This design comes from an exercise in tuning for small area on the open sky130 flow, not from production work. RTL that was checked went through simulation tests only; none was proved equivalent to the original. The clock port is modelled as an ideal driver; clocking choices that lean on that would not hold on a real chip.

## mul16_top
module mul16_top(
    input   wire            clk,
    input   wire            a_signed,
    input   wire            b_signed,
    input   wire    [15:0]  mula,
    input   wire    [15:0]  mulb,
    output  reg     [31:0]  p
);
Settings: LEC_CHECK=0, ABC_AREA=1, CAP_MARGIN=20, CORE_MARGIN=2, CORE_UTILIZATION=55, CTS_BUF_LIST=sky130_fd_sc_hd__clkbuf_4 sky130_fd_sc_hd__clkbuf_8, CTS_CLUSTER_SIZE=16, GPL_TIMING_DRIVEN=0, SLEW_MARGIN=20, SYNTH_HIERARCHICAL=1; clock period 6.5 ns.
standard.sh (not shown) runs the stock make flow with config.mk's settings and CLKGATE_MAP_FILE= SYNTH_SCRIPT=/design/flow/synth_recipe.tcl, a recipe that flattens the netlist after the stock synthesis.
==> flow/flow/run.sh <==
#!/bin/bash
# The standard layout (standard.sh, synthesis unchanged) with these changes:
#  - before floorplan, combinational cells that synthesis upsized are swapped
#    back to their smallest drive strength (flow/downsize.tcl); the standard
#    repair steps add drive back where slew, capacitance or timing need it;
#  - global placement is not timing-driven (no rebuffering there); the
#    synthesis buffers are still removed before it (flow/unbuffer.tcl);
#  - the port buffers inserted before global placement are buf_1 instead of
#    the resizer's default choice;
#  - clock tree synthesis uses clkbuf_4 buffers and adds no dummy loads; after
#    it, a clock buffer driving 10 or more pins becomes a clkbuf_8
#    (flow/cts_fix.tcl) to keep clock-pin slews low.
# The full output of the make run goes to standard.log here; ORFS keeps each
# step's own log under orfs/logs/.
set -euo pipefail
here=$(pwd)
export BUFFER_PORTS_ARGS="-buffer_cell sky130_fd_sc_hd__buf_1"
export CTS_ARGS="-sink_clustering_enable -repair_clock_nets -dont_use_dummy_load -sink_clustering_size 12 -root_buf sky130_fd_sc_hd__clkbuf_4 -buf_list {sky130_fd_sc_hd__clkbuf_4}"
export PRE_FLOORPLAN_TCL="$here/flow/downsize.tcl"
export POST_CTS_TCL="$here/flow/cts_fix.tcl"
export PRE_GLOBAL_PLACE_TCL="$here/flow/unbuffer.tcl"
export CTS_FIX_MIN_SINKS=10
bash standard.sh > standard.log 2>&1
Other scripts of this flow, unchanged in this note and not shown: flow/flow/cts_fix.tcl, flow/flow/downsize.tcl, flow/flow/unbuffer.tcl
Change:
--- a/flow/design.v
+++ b/flow/design.v
@@ -9,29 +9,28 @@
 module booth_sel(input wire one, input wire two, input wire neg, input wire a, input wire am1, output wire x);
     assign x = ((one & a) | (two & am1)) ^ neg;
 endmodule
 module booth_sel1(input wire one, input wire neg, input wire a, output wire x);
     assign x = (one & a) ^ neg;
 endmodule
 module booth_selm(input wire one, input wire two, input wire neg, input wire a, output wire xn);
     assign xn = ~(((one | two) & a) ^ neg);
 endmodule
 module multi16x16(
     input   wire            a_signed,
     input   wire            b_signed,
-    input   wire    [15:0]  mula_n,
+    input   wire    [15:0]  mula,
     input   wire    [15:0]  mulb,
     output  wire    [31:0]  out
 );
-    wire [15:0] mula = ~mula_n;
     wire a_top = a_signed & mula[15];
     wire b_top = b_signed & mulb[15];
     wire one0 = mulb[0];
     wire two0 = mulb[1] & ~mulb[0];
     wire neg0 = mulb[1];
     wire n1;
     assign n1 = (one0 & mula[0]) ^ neg0;
     wire n2;
     assign n2 = ((one0 & mula[1]) | (two0 & mula[0])) ^ neg0;
     wire n3;
     assign n3 = ((one0 & mula[2]) | (two0 & mula[1])) ^ neg0;
     wire n4;
@@ -813,29 +812,29 @@
     assign out[30] = n569;  
     assign out[31] = n570;  
 endmodule
 module mul16_top(
     input   wire            clk,
     input   wire            a_signed,
     input   wire            b_signed,
     input   wire    [15:0]  mula,
     input   wire    [15:0]  mulb,
     output  reg     [31:0]  p
 );
 reg             a_signed_q, b_signed_q;
-reg     [15:0]  mula_nq, mulb_q;
+reg     [15:0]  mula_q, mulb_q;
 wire    [31:0]  prod;
 always @(posedge clk) begin
     a_signed_q <= a_signed;
     b_signed_q <= b_signed;
-    mula_nq    <= ~mula;
+    mula_q     <= mula;
     mulb_q     <= mulb;
     p          <= prod;
 end
 multi16x16 mult(
     .a_signed(a_signed_q),
     .b_signed(b_signed_q),
-    .mula_n(mula_nq),
+    .mula(mula_q),
     .mulb(mulb_q),
     .out(prod)
 );
 endmodule
The changed run finished clean.
Critical path depth is unchanged.
Synthesized cell count went down by 2.1%.
Die area went down by 0.82%.
Utilization went up by 0.14 points.
Worst setup slack got worse by 0.013 ns.
Hold slack got worse by 0.27 ns.
Cell area is about the same.
Function not checked in the first run of this note: the RTL went through the layout flow alone.

## afterwards: timing with drivers on the ports
The flow's constraints put no driver on any port. The routed layouts listed below were extracted and timed again, unchanged, in two steps. Step 1 sets driving cells, clkbuf_16 on the clock port and buf_2 on the other inputs (assumed; they add their load-dependent delay and slew). Step 2 moves the port delays by t, midway between the first and last clock arrival at a register: inputs arrive t later, outputs are due t later. That takes back most of the time a late clock gives input paths. a / b / c = ideal ports / drivers / drivers and shift; a / b = the first two.
run	t, ns	setup WS [ns]	hold slack, ns	worst setup path after step 2	latest minus earliest clock arrival (ns)
the first run	0.489	0.335 / 0.335 / 0.335	0.914 / 0.902 / 0.928	register to register	0.046 / 0.046
the second run	0.469	0.322 / 0.322 / 0.322	0.646 / 0.646 / 0.646	register to register	0.049 / 0.049
After both steps every run listed still meets setup and hold.
